Source: an optimization exercise on an open RTL-to-GDS flow (aim: small area and a short achievable clock period). Production flows keep margins and buffers that such runs may drop. No run shown here included a check of the RTL's function; only the layout flow was run.

--- design/flow/config.mk ---
export PLATFORM = sky130hd
export DESIGN_NAME = montgomery_top
export DESIGN_NICKNAME = montgomery_top
export VERILOG_FILES = /design/flow/design.v
export SDC_FILE = /design/flow/constraint.sdc
export NUM_CORES = 4
export LEC_CHECK = 0
export CAP_MARGIN = 20
export CORE_MARGIN = 2
export CORE_UTILIZATION = 40
export SLEW_MARGIN = 20
--- design/flow/constraint.sdc ---
create_clock -name core_clock -period 8.0 [get_ports {clk}]
set_input_delay 1.6000 -clock core_clock [delete_from_list [all_inputs] [get_ports {clk}]]
set_output_delay 1.6000 -clock core_clock [all_outputs]
set_load 0.01 [all_outputs]
--- design/flow/design.v ---
module montgomery_reduce;
endmodule
module montgomery_multiply (
    input           clk,
    input   [11:0]  a0,
    input   [11:0]  b0,
    output  [11:0]  r
);
reg [22:0] px1;
reg [21:0] py1;
reg [20:0] qx2;
reg [20:0] qy2;
reg [12:0] pl2;
reg [11:0] rx3;
reg [12:0] ry3;
reg [11:0] r4;
wire w1;
wire w2;
wire w3;
wire w4;
wire w5;
wire w6;
wire w7;
wire w8;
wire w9;
wire w10;
wire w11;
wire w12;
wire w13;
wire w14;
wire w15;
wire w16;
wire w17;
wire w18;
wire w19;
wire w20;
wire w21;
wire w22;
wire w23;
wire w24;
wire w25;
wire w26;
wire w27;
wire w28;
wire w29;
wire w30;
wire w31;
wire w32;
wire w33;
wire w34;
wire w35;
wire w36;
wire w37;
wire w38;
wire w39;
wire w40;
wire w41;
wire w42;
wire w43;
wire w44;
wire w45;
wire w46;
wire w47;
wire w48;
wire w49;
wire w50;
wire w51;
wire w52;
wire w53;
wire w54;
wire w55;
wire w56;
wire w57;
wire w58;
wire w59;
wire w60;
wire w61;
wire w62;
wire w63;
wire w64;
wire w65;
wire w66;
wire w67;
wire w68;
wire w69;
wire w70;
wire w71;
wire w72;
wire w73;
wire w74;
wire w75;
wire w76;
wire w77;
wire w78;
wire w79;
wire w80;
wire w81;
wire w82;
wire w83;
wire w84;
wire w85;
wire w86;
wire w87;
wire w88;
wire w89;
wire w90;
wire w91;
wire w92;
wire w93;
wire w94;
wire w95;
wire w96;
wire w97;
wire w98;
wire w99;
wire w100;
wire w101;
wire w102;
wire w103;
wire w104;
wire w105;
wire w106;
wire w107;
wire w108;
wire w109;
wire w110;
wire w111;
wire w112;
wire w113;
wire w114;
wire w115;
wire w116;
wire w117;
wire w118;
wire w119;
wire w120;
wire w121;
wire w122;
wire w123;
wire w124;
wire w125;
wire w126;
wire w127;
wire w128;
wire w129;
wire w130;
wire w131;
wire w132;
wire w133;
wire w134;
wire w135;
wire w136;
wire w137;
wire w138;
wire w139;
wire w140;
wire w141;
wire w142;
wire w143;
wire w144;
wire w145;
wire w146;
wire w147;
wire w148;
wire w149;
wire w150;
wire w151;
wire w152;
wire w153;
wire w154;
wire w155;
wire w156;
wire w157;
wire w158;
wire w159;
wire w160;
wire w161;
wire w162;
wire w163;
wire w164;
wire w165;
wire w166;
wire w167;
wire w168;
wire w169;
wire w170;
wire w171;
wire w172;
wire w173;
wire w174;
wire w175;
wire w176;
wire w177;
wire w178;
wire w179;
wire w180;
wire w181;
wire w182;
wire w183;
wire w184;
wire w185;
wire w186;
wire w187;
wire w188;
wire w189;
wire w190;
wire w191;
wire w192;
wire w193;
wire w194;
wire w195;
wire w196;
wire w197;
wire w198;
wire w199;
wire w200;
wire w201;
wire w202;
wire w203;
wire w204;
wire w205;
wire w206;
wire w207;
wire w208;
wire w209;
wire w210;
wire w211;
wire w212;
wire w213;
wire w214;
wire w215;
wire w216;
wire w217;
wire w218;
wire w219;
wire w220;
wire w221;
wire w222;
wire w223;
wire w224;
wire w225;
wire w226;
wire w227;
wire w228;
wire w229;
wire w230;
wire w231;
wire w232;
wire w233;
wire w234;
wire w235;
wire w236;
wire w237;
wire w238;
wire w239;
wire w240;
wire w241;
wire w242;
wire w243;
wire w244;
wire w245;
wire w246;
wire w247;
wire w248;
wire w249;
wire w250;
wire w251;
wire w252;
wire w253;
wire w254;
wire w255;
wire w256;
wire w257;
wire w258;
wire w259;
wire w260;
wire w261;
wire w262;
wire w263;
wire w264;
wire w265;
wire w266;
wire w267;
wire w268;
wire w269;
wire w270;
wire w271;
wire w272;
wire w273;
wire w274;
wire w275;
wire w276;
wire w277;
wire w278;
wire w279;
wire w280;
wire w281;
wire w282;
wire w283;
wire w284;
wire w285;
wire w286;
wire w287;
wire w288;
wire w289;
wire w290;
wire w291;
wire w292;
wire w293;
wire w294;
wire w295;
wire w296;
wire w297;
wire w298;
wire w299;
wire w300;
wire w301;
wire w302;
wire w303;
wire w304;
wire w305;
wire w306;
wire w307;
wire w308;
wire w309;
wire w310;
wire w311;
wire w312;
wire w313;
wire w314;
wire w315;
wire w316;
wire w317;
wire w318;
wire w319;
wire w320;
wire w321;
wire w322;
wire w323;
wire w324;
wire w325;
wire w326;
wire w327;
wire w328;
wire w329;
wire w330;
wire w331;
wire w332;
wire w333;
wire w334;
wire w335;
wire w336;
wire w337;
wire w338;
wire w339;
wire w340;
wire w341;
wire w342;
wire w343;
wire w344;
wire w345;
wire w346;
wire w347;
wire w348;
wire w349;
wire w350;
wire w351;
wire w352;
wire w353;
wire w354;
wire w355;
wire w356;
wire w357;
wire w358;
wire w359;
wire w360;
wire w361;
wire w362;
wire w363;
wire w364;
wire w365;
wire w366;
wire w367;
wire w368;
wire w369;
wire w370;
wire w371;
wire w372;
wire w373;
wire w374;
wire w375;
wire w376;
wire w377;
wire w378;
wire w379;
wire w380;
wire w381;
wire w382;
wire w383;
wire w384;
wire w385;
wire w386;
wire w387;
wire w388;
wire w389;
wire w390;
wire w391;
wire w392;
wire w393;
wire w394;
wire w395;
wire w396;
wire w397;
wire w398;
wire w399;
wire w400;
wire w401;
wire w402;
wire w403;
wire w404;
wire w405;
wire w406;
wire w407;
wire w408;
wire w409;
wire w410;
wire w411;
wire w412;
wire w413;
wire w414;
wire w415;
wire w416;
wire w417;
wire w418;
wire w419;
wire w420;
wire w421;
wire w422;
wire w423;
wire w424;
wire w425;
wire w426;
wire w427;
wire w428;
wire w429;
wire w430;
wire w431;
wire w432;
wire w433;
wire w434;
wire w435;
wire w436;
wire w437;
wire w438;
wire w439;
wire w440;
wire w441;
wire w442;
wire w443;
wire w444;
wire w445;
wire w446;
wire w447;
wire w448;
wire w449;
wire w450;
wire w451;
wire w452;
wire w453;
wire w454;
wire w455;
wire w456;
wire w457;
wire w458;
wire w459;
wire w460;
wire w461;
wire w462;
wire w463;
wire w464;
wire w465;
wire w466;
wire w467;
wire w468;
wire w469;
wire w470;
wire w471;
wire w472;
wire w473;
wire w474;
wire w475;
wire w476;
wire w477;
wire w478;
wire w479;
wire w480;
wire w481;
wire w482;
wire w483;
wire w484;
wire w485;
wire w486;
wire w487;
wire w488;
wire w489;
wire w490;
wire w491;
wire w492;
assign w1 = a0[0] & b0[0];
assign w2 = a0[0] & b0[1];
assign w3 = a0[0] & b0[2];
assign w4 = a0[0] & b0[3];
assign w5 = a0[0] & b0[4];
assign w6 = a0[0] & b0[5];
assign w7 = a0[0] & b0[6];
assign w8 = a0[0] & b0[7];
assign w9 = a0[0] & b0[8];
assign w10 = a0[0] & b0[9];
assign w11 = a0[0] & b0[10];
assign w12 = a0[0] & b0[11];
assign w13 = a0[1] & b0[0];
assign w14 = a0[1] & b0[1];
assign w15 = a0[1] & b0[2];
assign w16 = a0[1] & b0[3];
assign w17 = a0[1] & b0[4];
assign w18 = a0[1] & b0[5];
assign w19 = a0[1] & b0[6];
assign w20 = a0[1] & b0[7];
assign w21 = a0[1] & b0[8];
assign w22 = a0[1] & b0[9];
assign w23 = a0[1] & b0[10];
assign w24 = a0[1] & b0[11];
assign w25 = a0[2] & b0[0];
assign w26 = a0[2] & b0[1];
assign w27 = a0[2] & b0[2];
assign w28 = a0[2] & b0[3];
assign w29 = a0[2] & b0[4];
assign w30 = a0[2] & b0[5];
assign w31 = a0[2] & b0[6];
assign w32 = a0[2] & b0[7];
assign w33 = a0[2] & b0[8];
assign w34 = a0[2] & b0[9];
assign w35 = a0[2] & b0[10];
assign w36 = a0[2] & b0[11];
assign w37 = a0[3] & b0[0];
assign w38 = a0[3] & b0[1];
assign w39 = a0[3] & b0[2];
assign w40 = a0[3] & b0[3];
assign w41 = a0[3] & b0[4];
assign w42 = a0[3] & b0[5];
assign w43 = a0[3] & b0[6];
assign w44 = a0[3] & b0[7];
assign w45 = a0[3] & b0[8];
assign w46 = a0[3] & b0[9];
assign w47 = a0[3] & b0[10];
assign w48 = a0[3] & b0[11];
assign w49 = a0[4] & b0[0];
assign w50 = a0[4] & b0[1];
assign w51 = a0[4] & b0[2];
assign w52 = a0[4] & b0[3];
assign w53 = a0[4] & b0[4];
assign w54 = a0[4] & b0[5];
assign w55 = a0[4] & b0[6];
assign w56 = a0[4] & b0[7];
assign w57 = a0[4] & b0[8];
assign w58 = a0[4] & b0[9];
assign w59 = a0[4] & b0[10];
assign w60 = a0[4] & b0[11];
assign w61 = a0[5] & b0[0];
assign w62 = a0[5] & b0[1];
assign w63 = a0[5] & b0[2];
assign w64 = a0[5] & b0[3];
assign w65 = a0[5] & b0[4];
assign w66 = a0[5] & b0[5];
assign w67 = a0[5] & b0[6];
assign w68 = a0[5] & b0[7];
assign w69 = a0[5] & b0[8];
assign w70 = a0[5] & b0[9];
assign w71 = a0[5] & b0[10];
assign w72 = a0[5] & b0[11];
assign w73 = a0[6] & b0[0];
assign w74 = a0[6] & b0[1];
assign w75 = a0[6] & b0[2];
assign w76 = a0[6] & b0[3];
assign w77 = a0[6] & b0[4];
assign w78 = a0[6] & b0[5];
assign w79 = a0[6] & b0[6];
assign w80 = a0[6] & b0[7];
assign w81 = a0[6] & b0[8];
assign w82 = a0[6] & b0[9];
assign w83 = a0[6] & b0[10];
assign w84 = a0[6] & b0[11];
assign w85 = a0[7] & b0[0];
assign w86 = a0[7] & b0[1];
assign w87 = a0[7] & b0[2];
assign w88 = a0[7] & b0[3];
assign w89 = a0[7] & b0[4];
assign w90 = a0[7] & b0[5];
assign w91 = a0[7] & b0[6];
assign w92 = a0[7] & b0[7];
assign w93 = a0[7] & b0[8];
assign w94 = a0[7] & b0[9];
assign w95 = a0[7] & b0[10];
assign w96 = a0[7] & b0[11];
assign w97 = a0[8] & b0[0];
assign w98 = a0[8] & b0[1];
assign w99 = a0[8] & b0[2];
assign w100 = a0[8] & b0[3];
assign w101 = a0[8] & b0[4];
assign w102 = a0[8] & b0[5];
assign w103 = a0[8] & b0[6];
assign w104 = a0[8] & b0[7];
assign w105 = a0[8] & b0[8];
assign w106 = a0[8] & b0[9];
assign w107 = a0[8] & b0[10];
assign w108 = a0[8] & b0[11];
assign w109 = a0[9] & b0[0];
assign w110 = a0[9] & b0[1];
assign w111 = a0[9] & b0[2];
assign w112 = a0[9] & b0[3];
assign w113 = a0[9] & b0[4];
assign w114 = a0[9] & b0[5];
assign w115 = a0[9] & b0[6];
assign w116 = a0[9] & b0[7];
assign w117 = a0[9] & b0[8];
assign w118 = a0[9] & b0[9];
assign w119 = a0[9] & b0[10];
assign w120 = a0[9] & b0[11];
assign w121 = a0[10] & b0[0];
assign w122 = a0[10] & b0[1];
assign w123 = a0[10] & b0[2];
assign w124 = a0[10] & b0[3];
assign w125 = a0[10] & b0[4];
assign w126 = a0[10] & b0[5];
assign w127 = a0[10] & b0[6];
assign w128 = a0[10] & b0[7];
assign w129 = a0[10] & b0[8];
assign w130 = a0[10] & b0[9];
assign w131 = a0[10] & b0[10];
assign w132 = a0[10] & b0[11];
assign w133 = a0[11] & b0[0];
assign w134 = a0[11] & b0[1];
assign w135 = a0[11] & b0[2];
assign w136 = a0[11] & b0[3];
assign w137 = a0[11] & b0[4];
assign w138 = a0[11] & b0[5];
assign w139 = a0[11] & b0[6];
assign w140 = a0[11] & b0[7];
assign w141 = a0[11] & b0[8];
assign w142 = a0[11] & b0[9];
assign w143 = a0[11] & b0[10];
assign w144 = a0[11] & b0[11];
assign w145 = w10 ^ w21;
assign w146 = w10 & w21;
assign w147 = w11 ^ w22 ^ w33;
assign w148 = (w11 & w22) | (w33 & (w11 ^ w22));
assign w149 = w44 ^ w55;
assign w150 = w44 & w55;
assign w151 = w12 ^ w23 ^ w34;
assign w152 = (w12 & w23) | (w34 & (w12 ^ w23));
assign w153 = w45 ^ w56 ^ w67;
assign w154 = (w45 & w56) | (w67 & (w45 ^ w56));
assign w155 = w78 ^ w89;
assign w156 = w78 & w89;
assign w157 = w24 ^ w35 ^ w46;
assign w158 = (w24 & w35) | (w46 & (w24 ^ w35));
assign w159 = w57 ^ w68 ^ w79;
assign w160 = (w57 & w68) | (w79 & (w57 ^ w68));
assign w161 = w90 ^ w101;
assign w162 = w90 & w101;
assign w163 = w36 ^ w47 ^ w58;
assign w164 = (w36 & w47) | (w58 & (w36 ^ w47));
assign w165 = w69 ^ w80 ^ w91;
assign w166 = (w69 & w80) | (w91 & (w69 ^ w80));
assign w167 = w48 ^ w59 ^ w70;
assign w168 = (w48 & w59) | (w70 & (w48 ^ w59));
assign w169 = w7 ^ w18;
assign w170 = w7 & w18;
assign w171 = w8 ^ w19 ^ w30;
assign w172 = (w8 & w19) | (w30 & (w8 ^ w19));
assign w173 = w41 ^ w52;
assign w174 = w41 & w52;
assign w175 = w9 ^ w20 ^ w31;
assign w176 = (w9 & w20) | (w31 & (w9 ^ w20));
assign w177 = w42 ^ w53 ^ w64;
assign w178 = (w42 & w53) | (w64 & (w42 ^ w53));
assign w179 = w75 ^ w86;
assign w180 = w75 & w86;
assign w181 = w32 ^ w43 ^ w54;
assign w182 = (w32 & w43) | (w54 & (w32 ^ w43));
assign w183 = w65 ^ w76 ^ w87;
assign w184 = (w65 & w76) | (w87 & (w65 ^ w76));
assign w185 = w98 ^ w109 ^ w145;
assign w186 = (w98 & w109) | (w145 & (w98 ^ w109));
assign w187 = w66 ^ w77 ^ w88;
assign w188 = (w66 & w77) | (w88 & (w66 ^ w77));
assign w189 = w99 ^ w110 ^ w121;
assign w190 = (w99 & w110) | (w121 & (w99 ^ w110));
assign w191 = w146 ^ w147 ^ w149;
assign w192 = (w146 & w147) | (w149 & (w146 ^ w147));
assign w193 = w100 ^ w111 ^ w122;
assign w194 = (w100 & w111) | (w122 & (w100 ^ w111));
assign w195 = w133 ^ w148 ^ w150;
assign w196 = (w133 & w148) | (w150 & (w133 ^ w148));
assign w197 = w151 ^ w153 ^ w155;
assign w198 = (w151 & w153) | (w155 & (w151 ^ w153));
assign w199 = w112 ^ w123 ^ w134;
assign w200 = (w112 & w123) | (w134 & (w112 ^ w123));
assign w201 = w152 ^ w154 ^ w156;
assign w202 = (w152 & w154) | (w156 & (w152 ^ w154));
assign w203 = w157 ^ w159 ^ w161;
assign w204 = (w157 & w159) | (w161 & (w157 ^ w159));
assign w205 = w102 ^ w113 ^ w124;
assign w206 = (w102 & w113) | (w124 & (w102 ^ w113));
assign w207 = w135 ^ w158 ^ w160;
assign w208 = (w135 & w158) | (w160 & (w135 ^ w158));
assign w209 = w162 ^ w163 ^ w165;
assign w210 = (w162 & w163) | (w165 & (w162 ^ w163));
assign w211 = w81 ^ w92 ^ w103;
assign w212 = (w81 & w92) | (w103 & (w81 ^ w92));
assign w213 = w114 ^ w125 ^ w136;
assign w214 = (w114 & w125) | (w136 & (w114 ^ w125));
assign w215 = w164 ^ w166 ^ w167;
assign w216 = (w164 & w166) | (w167 & (w164 ^ w166));
assign w217 = w60 ^ w71 ^ w82;
assign w218 = (w60 & w71) | (w82 & (w60 ^ w71));
assign w219 = w93 ^ w104 ^ w115;
assign w220 = (w93 & w104) | (w115 & (w93 ^ w104));
assign w221 = w126 ^ w137 ^ w168;
assign w222 = (w126 & w137) | (w168 & (w126 ^ w137));
assign w223 = w72 ^ w83 ^ w94;
assign w224 = (w72 & w83) | (w94 & (w72 ^ w83));
assign w225 = w105 ^ w116 ^ w127;
assign w226 = (w105 & w116) | (w127 & (w105 ^ w116));
assign w227 = w84 ^ w95 ^ w106;
assign w228 = (w84 & w95) | (w106 & (w84 ^ w95));
assign w229 = w5 ^ w16;
assign w230 = w5 & w16;
assign w231 = w6 ^ w17 ^ w28;
assign w232 = (w6 & w17) | (w28 & (w6 ^ w17));
assign w233 = w39 ^ w50;
assign w234 = w39 & w50;
assign w235 = w29 ^ w40 ^ w51;
assign w236 = (w29 & w40) | (w51 & (w29 ^ w40));
assign w237 = w62 ^ w73 ^ w169;
assign w238 = (w62 & w73) | (w169 & (w62 ^ w73));
assign w239 = w63 ^ w74 ^ w85;
assign w240 = (w63 & w74) | (w85 & (w63 ^ w74));
assign w241 = w170 ^ w171 ^ w173;
assign w242 = (w170 & w171) | (w173 & (w170 ^ w171));
assign w243 = w97 ^ w172 ^ w174;
assign w244 = (w97 & w172) | (w174 & (w97 ^ w172));
assign w245 = w175 ^ w177 ^ w179;
assign w246 = (w175 & w177) | (w179 & (w175 ^ w177));
assign w247 = w176 ^ w178 ^ w180;
assign w248 = (w176 & w178) | (w180 & (w176 ^ w178));
assign w249 = w181 ^ w183 ^ w185;
assign w250 = (w181 & w183) | (w185 & (w181 ^ w183));
assign w251 = w182 ^ w184 ^ w186;
assign w252 = (w182 & w184) | (w186 & (w182 ^ w184));
assign w253 = w187 ^ w189 ^ w191;
assign w254 = (w187 & w189) | (w191 & (w187 ^ w189));
assign w255 = w188 ^ w190 ^ w192;
assign w256 = (w188 & w190) | (w192 & (w188 ^ w190));
assign w257 = w193 ^ w195 ^ w197;
assign w258 = (w193 & w195) | (w197 & (w193 ^ w195));
assign w259 = w194 ^ w196 ^ w198;
assign w260 = (w194 & w196) | (w198 & (w194 ^ w196));
assign w261 = w199 ^ w201 ^ w203;
assign w262 = (w199 & w201) | (w203 & (w199 ^ w201));
assign w263 = w200 ^ w202 ^ w204;
assign w264 = (w200 & w202) | (w204 & (w200 ^ w202));
assign w265 = w205 ^ w207 ^ w209;
assign w266 = (w205 & w207) | (w209 & (w205 ^ w207));
assign w267 = w206 ^ w208 ^ w210;
assign w268 = (w206 & w208) | (w210 & (w206 ^ w208));
assign w269 = w211 ^ w213 ^ w215;
assign w270 = (w211 & w213) | (w215 & (w211 ^ w213));
assign w271 = w212 ^ w214 ^ w216;
assign w272 = (w212 & w214) | (w216 & (w212 ^ w214));
assign w273 = w217 ^ w219 ^ w221;
assign w274 = (w217 & w219) | (w221 & (w217 ^ w219));
assign w275 = w138 ^ w218 ^ w220;
assign w276 = (w138 & w218) | (w220 & (w138 ^ w218));
assign w277 = w222 ^ w223 ^ w225;
assign w278 = (w222 & w223) | (w225 & (w222 ^ w223));
assign w279 = w117 ^ w128 ^ w139;
assign w280 = (w117 & w128) | (w139 & (w117 ^ w128));
assign w281 = w224 ^ w226 ^ w227;
assign w282 = (w224 & w226) | (w227 & (w224 ^ w226));
assign w283 = w96 ^ w107 ^ w118;
assign w284 = (w96 & w107) | (w118 & (w96 ^ w107));
assign w285 = w129 ^ w140 ^ w228;
assign w286 = (w129 & w140) | (w228 & (w129 ^ w140));
assign w287 = w108 ^ w119 ^ w130;
assign w288 = (w108 & w119) | (w130 & (w108 ^ w119));
assign w289 = w4 ^ w15;
assign w290 = w4 & w15;
assign w291 = w27 ^ w38 ^ w49;
assign w292 = (w27 & w38) | (w49 & (w27 ^ w38));
assign w293 = w61 ^ w230 ^ w231;
assign w294 = (w61 & w230) | (w231 & (w61 ^ w230));
assign w295 = w232 ^ w234 ^ w235;
assign w296 = (w232 & w234) | (w235 & (w232 ^ w234));
assign w297 = w236 ^ w238 ^ w239;
assign w298 = (w236 & w238) | (w239 & (w236 ^ w238));
assign w299 = w240 ^ w242 ^ w243;
assign w300 = (w240 & w242) | (w243 & (w240 ^ w242));
assign w301 = w244 ^ w246 ^ w247;
assign w302 = (w244 & w246) | (w247 & (w244 ^ w246));
assign w303 = w248 ^ w250 ^ w251;
assign w304 = (w248 & w250) | (w251 & (w248 ^ w250));
assign w305 = w252 ^ w254 ^ w255;
assign w306 = (w252 & w254) | (w255 & (w252 ^ w254));
assign w307 = w256 ^ w258 ^ w259;
assign w308 = (w256 & w258) | (w259 & (w256 ^ w258));
assign w309 = w260 ^ w262 ^ w263;
assign w310 = (w260 & w262) | (w263 & (w260 ^ w262));
assign w311 = w264 ^ w266 ^ w267;
assign w312 = (w264 & w266) | (w267 & (w264 ^ w266));
assign w313 = w268 ^ w270 ^ w271;
assign w314 = (w268 & w270) | (w271 & (w268 ^ w270));
assign w315 = w272 ^ w274 ^ w275;
assign w316 = (w272 & w274) | (w275 & (w272 ^ w274));
assign w317 = w276 ^ w278 ^ w279;
assign w318 = (w276 & w278) | (w279 & (w276 ^ w278));
assign w319 = w280 ^ w282 ^ w283;
assign w320 = (w280 & w282) | (w283 & (w280 ^ w282));
assign w321 = w141 ^ w284 ^ w286;
assign w322 = (w141 & w284) | (w286 & (w141 ^ w284));
assign w323 = w120 ^ w131 ^ w142;
assign w324 = (w120 & w131) | (w142 & (w120 ^ w131));
assign w325 = w3 ^ w14;
assign w326 = w3 & w14;
assign w327 = w26 ^ w37 ^ w289;
assign w328 = (w26 & w37) | (w289 & (w26 ^ w37));
assign w329 = w229 ^ w290 ^ w291;
assign w330 = (w229 & w290) | (w291 & (w229 ^ w290));
assign w331 = w233 ^ w292 ^ w293;
assign w332 = (w233 & w292) | (w293 & (w233 ^ w292));
assign w333 = w237 ^ w294 ^ w295;
assign w334 = (w237 & w294) | (w295 & (w237 ^ w294));
assign w335 = w241 ^ w296 ^ w297;
assign w336 = (w241 & w296) | (w297 & (w241 ^ w296));
assign w337 = w245 ^ w298 ^ w299;
assign w338 = (w245 & w298) | (w299 & (w245 ^ w298));
assign w339 = w249 ^ w300 ^ w301;
assign w340 = (w249 & w300) | (w301 & (w249 ^ w300));
assign w341 = w253 ^ w302 ^ w303;
assign w342 = (w253 & w302) | (w303 & (w253 ^ w302));
assign w343 = w257 ^ w304 ^ w305;
assign w344 = (w257 & w304) | (w305 & (w257 ^ w304));
assign w345 = w261 ^ w306 ^ w307;
assign w346 = (w261 & w306) | (w307 & (w261 ^ w306));
assign w347 = w265 ^ w308 ^ w309;
assign w348 = (w265 & w308) | (w309 & (w265 ^ w308));
assign w349 = w269 ^ w310 ^ w311;
assign w350 = (w269 & w310) | (w311 & (w269 ^ w310));
assign w351 = w273 ^ w312 ^ w313;
assign w352 = (w273 & w312) | (w313 & (w273 ^ w312));
assign w353 = w277 ^ w314 ^ w315;
assign w354 = (w277 & w314) | (w315 & (w277 ^ w314));
assign w355 = w281 ^ w316 ^ w317;
assign w356 = (w281 & w316) | (w317 & (w281 ^ w316));
assign w357 = w285 ^ w318 ^ w319;
assign w358 = (w285 & w318) | (w319 & (w285 ^ w318));
assign w359 = w287 ^ w320 ^ w321;
assign w360 = (w287 & w320) | (w321 & (w287 ^ w320));
assign w361 = w288 ^ w322 ^ w323;
assign w362 = (w288 & w322) | (w323 & (w288 ^ w322));
assign w363 = w132 ^ w143 ^ w324;
assign w364 = (w132 & w143) | (w324 & (w132 ^ w143));
assign w365 = p2[10] ^ p2[12];
assign w366 = p2[10] & p2[12];
assign w367 = p2[11] ^ p2[13];
assign w368 = p2[11] & p2[13];
assign w369 = p2[12] ^ p2[14];
assign w370 = p2[12] & p2[14];
assign w371 = p2[13] ^ p2[15];
assign w372 = p2[13] & p2[15];
assign w373 = p2[14] ^ p2[16];
assign w374 = p2[14] & p2[16];
assign w375 = p2[15] ^ p2[17];
assign w376 = p2[15] & p2[17];
assign w377 = p2[16] ^ p2[18];
assign w378 = p2[16] & p2[18];
assign w379 = p2[17] ^ p2[19];
assign w380 = p2[17] & p2[19];
assign w381 = p2[11] ^ ~p2[15];
assign w382 = p2[11] & ~p2[15];
assign w383 = ~p2[16] ^ ~p2[18] ^ 1'b1;
assign w384 = (~p2[16] & ~p2[18]) | (1'b1 & (~p2[16] ^ ~p2[18]));
assign w385 = ~p2[17] ^ ~p2[19] ^ w366;
assign w386 = (~p2[17] & ~p2[19]) | (w366 & (~p2[17] ^ ~p2[19]));
assign w387 = ~p2[18] ^ ~p2[20] ^ w368;
assign w388 = (~p2[18] & ~p2[20]) | (w368 & (~p2[18] ^ ~p2[20]));
assign w389 = ~p2[19] ^ ~p2[21] ^ w370;
assign w390 = (~p2[19] & ~p2[21]) | (w370 & (~p2[19] ^ ~p2[21]));
assign w391 = ~p2[20] ^ ~p2[22] ^ w372;
assign w392 = (~p2[20] & ~p2[22]) | (w372 & (~p2[20] ^ ~p2[22]));
assign w393 = ~p2[21] ^ ~p2[23] ^ w374;
assign w394 = (~p2[21] & ~p2[23]) | (w374 & (~p2[21] ^ ~p2[23]));
assign w395 = ~p2[22] ^ 1'b1 ^ w376;
assign w396 = (~p2[22] & 1'b1) | (w376 & (~p2[22] ^ 1'b1));
assign w397 = ~p2[23] ^ 1'b1 ^ w378;
assign w398 = (~p2[23] & 1'b1) | (w378 & (~p2[23] ^ 1'b1));
assign w399 = p2[18] ^ p2[20];
assign w400 = p2[18] & p2[20];
assign w401 = p2[19] ^ p2[21];
assign w402 = p2[19] & p2[21];
assign w403 = p2[20] ^ p2[22];
assign w404 = p2[20] & p2[22];
assign w405 = p2[21] ^ p2[23];
assign w406 = p2[21] & p2[23];
assign w407 = ~p2[10] ^ ~p2[12];
assign w408 = ~p2[10] & ~p2[12];
assign w409 = ~p2[11] ^ ~p2[13];
assign w410 = ~p2[11] & ~p2[13];
assign w411 = ~p2[12] ^ ~p2[14];
assign w412 = ~p2[12] & ~p2[14];
assign w413 = ~p2[13] ^ ~p2[15];
assign w414 = ~p2[13] & ~p2[15];
assign w415 = p2[10] ^ ~p2[14] ^ ~p2[16];
assign w416 = (p2[10] & ~p2[14]) | (~p2[16] & (p2[10] ^ ~p2[14]));
assign w417 = ~p2[17] ^ 1'b1 ^ w381;
assign w418 = (~p2[17] & 1'b1) | (w381 & (~p2[17] ^ 1'b1));
assign w419 = w365 ^ w382 ^ w383;
assign w420 = (w365 & w382) | (w383 & (w365 ^ w382));
assign w421 = w367 ^ w384 ^ w385;
assign w422 = (w367 & w384) | (w385 & (w367 ^ w384));
assign w423 = w369 ^ w386 ^ w387;
assign w424 = (w369 & w386) | (w387 & (w369 ^ w386));
assign w425 = w371 ^ w388 ^ w389;
assign w426 = (w371 & w388) | (w389 & (w371 ^ w388));
assign w427 = w373 ^ w390 ^ w391;
assign w428 = (w373 & w390) | (w391 & (w373 ^ w390));
assign w429 = w375 ^ w392 ^ w393;
assign w430 = (w375 & w392) | (w393 & (w375 ^ w392));
assign w431 = w377 ^ w394 ^ w395;
assign w432 = (w377 & w394) | (w395 & (w377 ^ w394));
assign w433 = w379 ^ w396 ^ w397;
assign w434 = (w379 & w396) | (w397 & (w379 ^ w396));
assign w435 = w380 ^ w398 ^ w399;
assign w436 = (w380 & w398) | (w399 & (w380 ^ w398));
assign w437 = 1'b1 ^ w400 ^ w401;
assign w438 = (1'b1 & w400) | (w401 & (1'b1 ^ w400));
assign w439 = 1'b1 ^ w402 ^ w403;
assign w440 = (1'b1 & w402) | (w403 & (1'b1 ^ w402));
assign w441 = 1'b1 ^ w404 ^ w405;
assign w442 = (1'b1 & w404) | (w405 & (1'b1 ^ w404));
assign w443 = p2[22] ^ 1'b1 ^ w406;
assign w444 = (p2[22] & 1'b1) | (w406 & (p2[22] ^ 1'b1));
assign w445 = p2[23] ^ 1'b1;
assign w446 = p2[23] & 1'b1;
assign w447 = pl2[10] ^ ~qh3[10];
assign w448 = pl2[10] & ~qh3[10];
assign w449 = pl2[11] ^ ~qh3[11] ^ ~qh3[3];
assign w450 = (pl2[11] & ~qh3[11]) | (~qh3[3] & (pl2[11] ^ ~qh3[11]));
assign w451 = ~qh3[1] ^ ~qh3[0];
assign w452 = ~qh3[1] & ~qh3[0];
assign w453 = pl2[12] ^ ~qh3[12] ^ ~qh3[4];
assign w454 = (pl2[12] & ~qh3[12]) | (~qh3[4] & (pl2[12] ^ ~qh3[12]));
assign w455 = ~qh3[2] ^ ~qh3[1];
assign w456 = ~qh3[2] & ~qh3[1];
assign w457 = pl2[8] ^ ~qh3[8];
assign w458 = pl2[8] & ~qh3[8];
assign w459 = pl2[9] ^ ~qh3[9];
assign w460 = pl2[9] & ~qh3[9];
assign w461 = ~qh3[2] ^ ~qh3[0] ^ 1'b1;
assign w462 = (~qh3[2] & ~qh3[0]) | (1'b1 & (~qh3[2] ^ ~qh3[0]));
assign w463 = 1'b1 ^ w448 ^ w449;
assign w464 = (1'b1 & w448) | (w449 & (1'b1 ^ w448));
assign w465 = w450 ^ w452 ^ w453;
assign w466 = (w450 & w452) | (w453 & (w450 ^ w452));
assign w467 = pl2[0] ^ ~qh3[0];
assign w468 = pl2[0] & ~qh3[0];
assign w469 = pl2[1] ^ ~qh3[1];
assign w470 = pl2[1] & ~qh3[1];
assign w471 = pl2[2] ^ ~qh3[2];
assign w472 = pl2[2] & ~qh3[2];
assign w473 = pl2[3] ^ ~qh3[3];
assign w474 = pl2[3] & ~qh3[3];
assign w475 = pl2[4] ^ ~qh3[4];
assign w476 = pl2[4] & ~qh3[4];
assign w477 = pl2[5] ^ ~qh3[5];
assign w478 = pl2[5] & ~qh3[5];
assign w479 = pl2[6] ^ ~qh3[6];
assign w480 = pl2[6] & ~qh3[6];
assign w481 = pl2[7] ^ ~qh3[7];
assign w482 = pl2[7] & ~qh3[7];
assign w483 = ~qh3[0] ^ 1'b1 ^ w457;
assign w484 = (~qh3[0] & 1'b1) | (w457 & (~qh3[0] ^ 1'b1));
assign w485 = ~qh3[1] ^ w458 ^ w459;
assign w486 = (~qh3[1] & w458) | (w459 & (~qh3[1] ^ w458));
assign w487 = w447 ^ w460 ^ w461;
assign w488 = (w447 & w460) | (w461 & (w447 ^ w460));
assign w489 = w451 ^ w462 ^ w463;
assign w490 = (w451 & w462) | (w463 & (w451 ^ w462));
assign w491 = w455 ^ w464 ^ w465;
assign w492 = (w455 & w464) | (w465 & (w455 ^ w464));
wire [23:0] p2 = {1'b0, px1[22], px1[21], px1[20], px1[19], px1[18], px1[17], px1[16], px1[15], px1[14], px1[13], px1[12], px1[11], px1[10], px1[9], px1[8], px1[7], px1[6], px1[5], px1[4], px1[3], px1[2], px1[1], px1[0]} + {1'b0, py1[21], py1[20], py1[19], py1[18], py1[17], py1[16], py1[15], py1[14], py1[13], py1[12], py1[11], py1[10], py1[9], py1[8], py1[7], py1[6], py1[5], py1[4], py1[3], py1[2], py1[1], py1[0], 1'b0};
wire [22:0] qs3 = {1'b1, qx2[20], qx2[19], qx2[18], qx2[17], qx2[16], qx2[15], qx2[14], qx2[13], qx2[12], qx2[11], qx2[10], qx2[9], qx2[8], qx2[7], qx2[6], qx2[5], qx2[4], qx2[3], qx2[2], 1'b1, qx2[1], qx2[0]} + {qy2[20], qy2[19], qy2[18], qy2[17], qy2[16], qy2[15], qy2[14], qy2[13], qy2[12], qy2[11], qy2[10], qy2[9], qy2[8], qy2[7], qy2[6], qy2[5], qy2[4], qy2[3], qy2[2], qy2[1], qy2[0], 1'b0, 1'b1};
wire [12:0] qh3 = qs3[22:10];
wire [12:0] ra4 = {rx3[11], rx3[10], rx3[9], rx3[8], rx3[7], rx3[6], rx3[5], rx3[4], rx3[3], rx3[2], rx3[1], rx3[0], 1'b1} + {ry3[12], ry3[11], ry3[10], ry3[9], ry3[8], ry3[7], ry3[6], ry3[5], ry3[4], ry3[3], ry3[2], ry3[1], ry3[0]};
wire [11:0] rb4 = {rx3[10], rx3[9], rx3[8], rx3[7], rx3[6], rx3[5], rx3[4], rx3[3], rx3[2], rx3[1], rx3[0], 1'b1} + {ry3[11], ry3[10], ry3[9], ry3[8], ry3[7], ry3[6], ry3[5], ry3[4], ry3[3], ry3[2], ry3[1], ry3[0]} + 12'd3329;
always @(posedge clk) begin
    px1[0] <= w1;
    px1[1] <= w2;
    px1[2] <= w25;
    px1[3] <= w326;
    px1[4] <= w328;
    px1[5] <= w330;
    px1[6] <= w332;
    px1[7] <= w334;
    px1[8] <= w336;
    px1[9] <= w338;
    px1[10] <= w340;
    px1[11] <= w342;
    px1[12] <= w344;
    px1[13] <= w346;
    px1[14] <= w348;
    px1[15] <= w350;
    px1[16] <= w352;
    px1[17] <= w354;
    px1[18] <= w356;
    px1[19] <= w358;
    px1[20] <= w360;
    px1[21] <= w362;
    px1[22] <= w144;
    py1[0] <= w13;
    py1[1] <= w325;
    py1[2] <= w327;
    py1[3] <= w329;
    py1[4] <= w331;
    py1[5] <= w333;
    py1[6] <= w335;
    py1[7] <= w337;
    py1[8] <= w339;
    py1[9] <= w341;
    py1[10] <= w343;
    py1[11] <= w345;
    py1[12] <= w347;
    py1[13] <= w349;
    py1[14] <= w351;
    py1[15] <= w353;
    py1[16] <= w355;
    py1[17] <= w357;
    py1[18] <= w359;
    py1[19] <= w361;
    py1[20] <= w363;
    py1[21] <= w364;
    qx2[0] <= ~p2[10];
    qx2[1] <= ~p2[11];
    qx2[2] <= w408;
    qx2[3] <= w410;
    qx2[4] <= w412;
    qx2[5] <= w414;
    qx2[6] <= w416;
    qx2[7] <= w418;
    qx2[8] <= w420;
    qx2[9] <= w422;
    qx2[10] <= w424;
    qx2[11] <= w426;
    qx2[12] <= w428;
    qx2[13] <= w430;
    qx2[14] <= w432;
    qx2[15] <= w434;
    qx2[16] <= w436;
    qx2[17] <= w438;
    qx2[18] <= w440;
    qx2[19] <= w442;
    qx2[20] <= w444;
    qy2[0] <= w407;
    qy2[1] <= w409;
    qy2[2] <= w411;
    qy2[3] <= w413;
    qy2[4] <= w415;
    qy2[5] <= w417;
    qy2[6] <= w419;
    qy2[7] <= w421;
    qy2[8] <= w423;
    qy2[9] <= w425;
    qy2[10] <= w427;
    qy2[11] <= w429;
    qy2[12] <= w431;
    qy2[13] <= w433;
    qy2[14] <= w435;
    qy2[15] <= w437;
    qy2[16] <= w439;
    qy2[17] <= w441;
    qy2[18] <= w443;
    qy2[19] <= w445;
    qy2[20] <= w446;
    pl2[0] <= p2[0];
    pl2[1] <= p2[1];
    pl2[2] <= p2[2];
    pl2[3] <= p2[3];
    pl2[4] <= p2[4];
    pl2[5] <= p2[5];
    pl2[6] <= p2[6];
    pl2[7] <= p2[7];
    pl2[8] <= p2[8];
    pl2[9] <= p2[9];
    pl2[10] <= p2[10];
    pl2[11] <= p2[11];
    pl2[12] <= p2[12];
    rx3[0] <= w468;
    rx3[1] <= w470;
    rx3[2] <= w472;
    rx3[3] <= w474;
    rx3[4] <= w476;
    rx3[5] <= w478;
    rx3[6] <= w480;
    rx3[7] <= w482;
    rx3[8] <= w484;
    rx3[9] <= w486;
    rx3[10] <= w488;
    rx3[11] <= w490;
    ry3[0] <= w467;
    ry3[1] <= w469;
    ry3[2] <= w471;
    ry3[3] <= w473;
    ry3[4] <= w475;
    ry3[5] <= w477;
    ry3[6] <= w479;
    ry3[7] <= w481;
    ry3[8] <= w483;
    ry3[9] <= w485;
    ry3[10] <= w487;
    ry3[11] <= w489;
    ry3[12] <= w491;
    r4 <= ra4[12] ? rb4 : ra4[11:0];
end
assign r = r4;
endmodule
module montgomery_top (
    input           clk     ,
    input           rst_n   ,
    input           en      ,
    input   [11:0]  a       ,
    input   [11:0]  b       ,
    output          busy    ,
    output          done    ,
    output  [11:0]  r
);
reg [4:0] vld;
always @(posedge clk) begin
    if (!rst_n) vld <= 5'd0;
    else        vld <= {vld[3:0], en};
end
assign done = vld[4];
assign busy = en | done;
reg [11:0] a0, b0;
always @(posedge clk) begin
    a0 <= a;
    b0 <= b;
end
montgomery_multiply u_mm (.clk(clk), .a0(a0), .b0(b0), .r(r));
endmodule
--- design/flow/run.sh ---
#!/bin/bash
# synth_recipe.tcl (not shown) runs the flow's synth.tcl, then flattens the netlist and writes it again
# the make line also repeats each setting of config.mk as NAME=value (left out here)
make -C /OpenROAD-flow-scripts/flow DESIGN_CONFIG=/design/flow/config.mk WORK_HOME=/design/flow/orfs CLKGATE_MAP_FILE= SYNTH_SCRIPT=/design/flow/synth_recipe.tcl finish
==> impl_metrics.yaml, run 1 <==
timing:
  worst_pin_slew_ns: 0.809
  finalCriticalPeriod_ns: 4.36
  fin_ws_ns: 3.64
  fmax_mhz: 229
  finalHoldViolations: 0
  period_share_pct: 54.5
  fin_setup_tns_ns: 0
  rsz0062_at_grt: "false"
  clock_skew_ns: 0.0139
  slew_violations: 0
  relSlewSlack_pct: 45.5
  setup_viol: 0
global_routing:
  grt_pass1_vias: 6702
  grt_max_degree: 20
  grt_first_pass_wirelength_um: 33200
  grt_remaining_overflow: 0
  antenna_found_initial: 0
  grt_usage_pct: 14.8
layout:
  drive_gt1_share_pct: 4.26
  nNetsFinal: 1334
  num_antenna_cells: 0
  syn_to_final_growth_pct: 12.2
worst_hold_path:
  hp-start: "u_mm.px1[0]"
  hold_path.class: "flop to flop"
  holdPathEnd: "u_mm.pl2[0]"
  hold_depth: 0
synthesis:
  yosysSeqAreaShare_pct: 31.0
  yosysWarnings: 2
  synth-seq-cells: 166
  syn_area_per_cell_um2: 10.4
  synth_ff_type: "dfxtp_1"
  async_flop_share_pct: 0
  synthesis.area_um2: 10700
  synth_edf_count: 0
  synth_fp_nets: 1301
  yosysUniqueCellTypes: 52
  netlist_instances: 1034
route:
  num_vias: 6528
  post_drt_wl_per_cell_um: 13.8
  drt_first_iter_violations: 200
  wl_um: 19500
  drc: 0
  antenna_left: 0
  dr.pass1.iters: 4
  via_per_inst: 4.61
worst_setup_path:
  r2r_end: "u_mm.qy2[10]"
  cp-end-kind: "output port"
  required_ns: 6.40
  path_delay_family: "buffers and inverters"
  crit_slowest_cell: "clkdlybuf4s50_1"
  critPathLaunchType: "primary input"
  rr_worst_depth: 14
  crit_path_frequent_cell: "clkdlybuf4s50_1"
  crit_arrival_ns: 2.76
  critPathMaxStageDelay_ns: 0.48
  reg2reg_slack_ns: 3.91
  r2r-start: "u_mm.py1[0]"
  cp.buffers_inverters: 2
  crit_fanout: 2
  path_cells: "clkdlybuf4s50_1, or2_2, clkdlybuf4s50_1"
  path_class: "primary input to output port"
floorplanning:
  die_x_um: 168
  start_util_pct: 41.0
  dieArea_um2: 28200
  design.core.area_um2: 26200
  num_rows: 59
  die_y_um: 168
  io_pins: 41
clock_tree:
  numCtsBuffers: 17
  cts.sinks: 166
  clock_tree.buffer_depth: 2
  cts_tree: "done"
  root_buffer: "clkbuf_16"
  clk_pin_slew_ns: 0.07
  holdBufCountCts: 0
  htree_levels: 4
  clk_latency_ns: 0.42
  post_cts_resized: 0
  cts_setup_buffers: 0
flow_run:
  cap_viol_max_count: 0
place:
  port_buffers: 40
  gp_congestion: 0.815
  dp_hpwl_um: 15500
  dp_slack_ns: 3.63
outcome:
  status: "no timing/DRC/antenna violations"
## logic make-up after synthesis
| logic type | share of synthesized area, % |
|---|---|
| xor+xnor | 5.11 |
| mux | 0.385 |
| buf+inv | 6.91 |
| flops | 31.0 |
| simple gates | 12.0 |
| compound gates | 7.97 |
| fa+ha+maj | 36.7 |
## flip-flops by register name (all words and copies together), names as in the netlist
signal,flops
a0,12
u_mm.qx2,21
u_mm.py1,22
u_mm.rx3,12
b0,12
vld,5
u_mm.ry3,13
u_mm.pl2,13
u_mm.r4,12
u_mm.qy2,21
u_mm.px1,23
## metal layers
| layer | up-vias | global-route usage, % | share of wire (%) |
|---|---|---|---|
| li1 | 3305 | - | - |
| met4 | 0 | 5.29 | 1.9 |
| met5 | - | 0 | 0 |
| met1 | 3103 | 19.3 | 47 |
| met2 | 97 | 25.2 | 48 |
| met3 | 23 | 2.19 | 2.7 |
## Yosys cell counts, types with 8 or more instances
master	instances	area, µm²
a21o_1	18	135
fa_1	124	2480
inv_1	170	638
clkbuf_1	25	93.8
o21a_1	8	60.1
xor2_1	23	201
nand2_1	62	233
and2_1	116	726
a21oi_1	33	165
o21ai_0	20	100
ha_1	116	1450
nor2_1	22	82.6
o21bai_1	15	113
xnor2_1	37	324
dfxtp_1	166	3320
## per-stage QoR
| stage | util (%) | area, µm² | std cells | hold WS, ns |
|---|---|---|---|---|
| floorplan | - | 10700 | 1034 | 0.310 |
| global placement | 43.7 | 11500 | 1383 | 0.318 |
| detailed placement | 43.7 | 11500 | 1383 | 0.321 |
| CTS | 45.9 | 12000 | 1415 | 0.338 |
| global route | 45.9 | 12000 | 1415 | 0.346 |
| finish | 45.9 | 12000 | 1415 | 0.335 |
## area by class of cell
class                           count  area (µm²)
Fill cell                        2433       14200
Multi-Input combinational cell    671        6670
Sequential cell                   166        3320
Inverter                          170         638
Clock buffer                       17         425
Tap cell                          335         419
Timing Repair Buffer               41         408
Clock inverter                     15         154
## how the worst max path moves through the flow
stage | startpoint | cells past startpoint | end | slack (ns)
finish | en | 3 | busy | 3.64
CTS | en | 3 | busy | 3.63
detailed placement | en | 3 | busy | 3.63
global route | en | 3 | busy | 3.58
global placement | en | 3 | busy | 3.65
floorplan | u_mm.py1[0] | 14 | u_mm.qy2[10] | 4.21
## placed cells by master (no fill, tap or decap), types with 4 or more instances in the layout
cell type        count
a21o_1              18
a21oi_1             33
and2_1             116
clkbuf_16           17
clkdlybuf4s50_1     40
clkinvlp_4           4
dfxtp_1            166
fa_1               124
ha_1               116
inv_1              170
inv_8                5
nand2_1             62
nand2b_1             4
nand3_1              7
nor2_1              22
nor3_1               7
o211ai_1             6
o21a_1               8
o21ai_0             20
o21ai_1              6
o21bai_1            15
or2_2                4
xnor2_1             37
xor2_1              23
==> run 2: changes to the inputs <==
--- a/design/flow/config.mk
+++ b/design/flow/config.mk
@@ -5,7 +5,9 @@
 export SDC_FILE = /design/flow/constraint.sdc
 export NUM_CORES = 4
 export LEC_CHECK = 0
+export ABC_CLOCK_PERIOD_IN_PS = 3500
 export CAP_MARGIN = 20
 export CORE_MARGIN = 2
 export CORE_UTILIZATION = 40
+export SETUP_SLACK_MARGIN = 4.4
 export SLEW_MARGIN = 20
==> run 2 against run 1 <==
Fmax rose by 17%. Design area rose by 4.2%. Global-route usage rose by 0.41 points. Area after synthesis did not move. Worst setup slack improved by 0.62 ns. Die area did not move. Worst hold slack got worse by 0.0024 ns. Register-to-register slack improved by 0.35 ns. Non-clock buffer count rose by 16. Largest cell class unchanged. Highest routed layer unchanged.
==> impl_metrics.yaml, run 2 <==
route:
  num_vias: 6701
  dr.pass1.iters: 4
  drc: 0
  wl_um: 20100
  post_drt_wl_per_cell_um: 14.1
  drt_first_iter_violations: 243
  via_per_inst: 4.68
  antenna_left: 0
worst_setup_path:
  critPathMaxStageDelay_ns: 0.53
  cp-end-kind: "flop"
  crit_path_frequent_cell: "xnor2_1"
  path_cells: "ha_4, nor3_4, o211ai_1, a211oi_2, nor3_2, o211ai_1, a21boi_1, o21ai_2, a21oi_2, fa_1, ha_2, xor2_2, xnor2_1, xnor2_1, xnor2_1, xnor2_1, xnor3_1"
  r2r-start: "u_mm.qx2[11]"
  path_delay_family: "compound AO/OA/AOI/OAI gates"
  path_class: "flop to flop"
  crit_slowest_cell: "fa_1"
  crit_cells: 17
  critPathLaunchType: "flop"
  crit_fanout: 3
  required_ns: 8.32
  cp.buffers_inverters: 0
  crit_arrival_ns: 4.06
  reg2reg_slack_ns: 4.26
  rr_worst_depth: 17
  r2r_end: "u_mm.ry3[12]"
place:
  dp_hpwl_um: 15500
  place_inst: 1383
  gp_congestion: 0.812
  placed_cell_area_um2: 11500
  port_buffers: 40
synthesis:
  synth-seq-cells: 166
  synth_commonest_cells: "170 x inv_1, 166 x dfxtp_1, 124 x fa_1"
  async_flop_share_pct: 0
  yosysWarnings: 2
  synth_fp_nets: 1301
  syn_area_per_cell_um2: 10.4
  netlist_instances: 1034
  yosys.area.top_type_share_pct: 31.0
  synth_area_leaders: "dfxtp_1 31%, fa_1 23%, ha_1 14%"
  yosysSeqAreaShare_pct: 31.0
  yosysUniqueCellTypes: 52
  synthesis.area_um2: 10700
  synth.most_common_cell: "inv_1"
  synth_largest_area_cell: "dfxtp_1"
  synth_edf_count: 0
  synth_ff_type: "dfxtp_1"
global_routing:
  antenna_found_initial: 0
  grt_usage_pct: 15.2
  grt_pass1_vias: 6929
  grt_first_pass_wirelength_um: 33900
  grt_max_degree: 21
  grt_remaining_overflow: 0
worst_hold_path:
  hp-start: "u_mm.px1[0]"
  hold_path.class: "flop to flop"
  hold_depth: 0
  holdPathEnd: "u_mm.pl2[0]"
layout:
  finalInstanceArea_um2: 12600
  largest_reg_flops: 23
  num_antenna_cells: 0
  nNetsFinal: 1350
  syn_to_final_growth_pct: 16.9
  top_register: "u_mm.px1"
  fill_cells: 2381
  drive_gt1_share_pct: 10.6
  final_cells: 1431
  largestRegisters: "u_mm.px1: 23 flops, u_mm.py1: 22 flops"
  final_cell_mix: "168 x inv_1, 160 x dfxtp_1, 119 x fa_1"
  final_common_cell: "inv_1"
floorplanning:
  die_x_um: 168
  num_rows: 59
  start_util_pct: 41.0
  die_y_um: 168
  design.core.area_um2: 26200
  dieArea_um2: 28200
  io_pins: 41
flow_run:
  cap_viol_max_count: 0
clock_tree:
  cts_tree: "done"
  clk_latency_ns: 0.43
  root_buffer: "clkbuf_16"
  clock_tree.buffer_depth: 2
  htree_levels: 4
  clk_pin_slew_ns: 0.08
  cts.sinks: 166
  numCtsBuffers: 17
timing:
  finalCriticalPeriod_ns: 3.74
  clock_skew_ns: 0.0118
  slew_violations: 0
  finalHoldViolations: 0
  worst_pin_slew_ns: 0.890
  relSlewSlack_pct: 40.0
  period_share_pct: 46.8
  fin_setup_tns_ns: 0
  fmax_mhz: 267
  setup_viol: 0
  rsz0062_at_grt: "true"
outcome:
  status: "no timing/DRC/antenna violations"
-- run 2: cell count changes in the layout (fill, tap and decap cells not counted), sizes merged --
cell	change
clkdlybuf4s50	-2
buf	+18
clkinv	+3
clkinvlp	-3
-- run 2: worst max-delay path by stage --
stage            startpoint            to
6_report       u_mm.qx2[11]  u_mm.ry3[12]
5_1_grt         u_mm.qy2[9]  u_mm.ry3[12]
4_1_cts         u_mm.qy2[1]  u_mm.ry3[12]
3_5_place_dp             en          busy
3_3_place_gp             en          busy
2_1_floorplan   u_mm.py1[0]  u_mm.qy2[10]
-- run 2: layout make-up --
class | count | area (µm²) | share of cell area, %
repair buffers | 57 | 534 | 4.26
well taps | 335 | 419 | 3.34
multi-input cells | 671 | 7010 | 55.8
clock buffers | 17 | 425 | 3.39
flip-flops and latches | 166 | 3330 | 26.5
inverters | 170 | 638 | 5.08
clock inverters | 15 | 195 | 1.56
-- run 2: timing repair --
item                       4_1_cts  5_1_grt
setup buffers                   10        6
cloned                           0        0
setup endpoints to repair       14       16
hold buffers                     0        0
gates resized for setup         37       36
pin swaps                       32       27
-- run 2: cell families (layout without fill, tap and decap cells) --
kind of cell    Yosys count  after routing  synth area share [%]
xor+xnor                 61             61                  5.11
mux                       4              4                 0.385
fa+ha+maj               240            240                  36.7
flops                   166            166                  31.0
compound gates          126            126                  7.97
simple gates            240            240                  12.0
buf+inv                 197            259                  6.91
-- run 2: routing by layer --
layer	track usage, %	wire length (µm)	vias up
met3	2.37	564	53
met2	26.6	9770	111
met1	19.0	9180	3200
met4	5.82	614	0
met5	0	0	-
li1	-	-	3337
-- run 2: metrics by stage --
step	setup WS [ns]	hold slack (ns)	util, %
after floorplan	4.41	0.310	-
after global placement	3.64	0.315	43.8
after detailed placement	3.64	0.320	43.8
after CTS	4.25	0.338	47.1
after global routing	4.05	0.350	47.9
final	4.26	0.333	47.9
-- run 2: worst reg2reg max path: cells and delay by family (launching register included) --
kind / cells / cell delay, ns
DFF: 1 / 0.33
xor gates and xnor gates: 6 / 1.01
and+or+nand+nor: 2 / 0.26
AOI/OAI and AO/OA: 6 / 1.14
adders and majority gates: 3 / 0.91

-- what the ideal ports hide --
The flow's constraints put no driver on any port. The routed layouts listed below were extracted and timed again, unchanged, in two steps.
Step 1 assumes that a clkbuf_16 drives the clock port and a buf_2 every other input.
Step 2 times the ports against the registers' clock, not the clock port: input delays grow and output delays shrink by t, the midpoint of the rising clock arrivals with the driver on.
Three values: ideal ports, drivers, drivers and shift; two values: the first two.
run	t, ns	setup WS [ns]	pins driven straight from the clock port
run 1	0.460	3.639 / 3.615 / 3.615	1
run 2	0.474	4.257 / 4.257 / 4.257	1
After both steps every run listed still meets setup and hold. For run 1, which loses most, drivers alone change the setup slack by -0.024 ns; drivers and shift together by -0.024 ns.
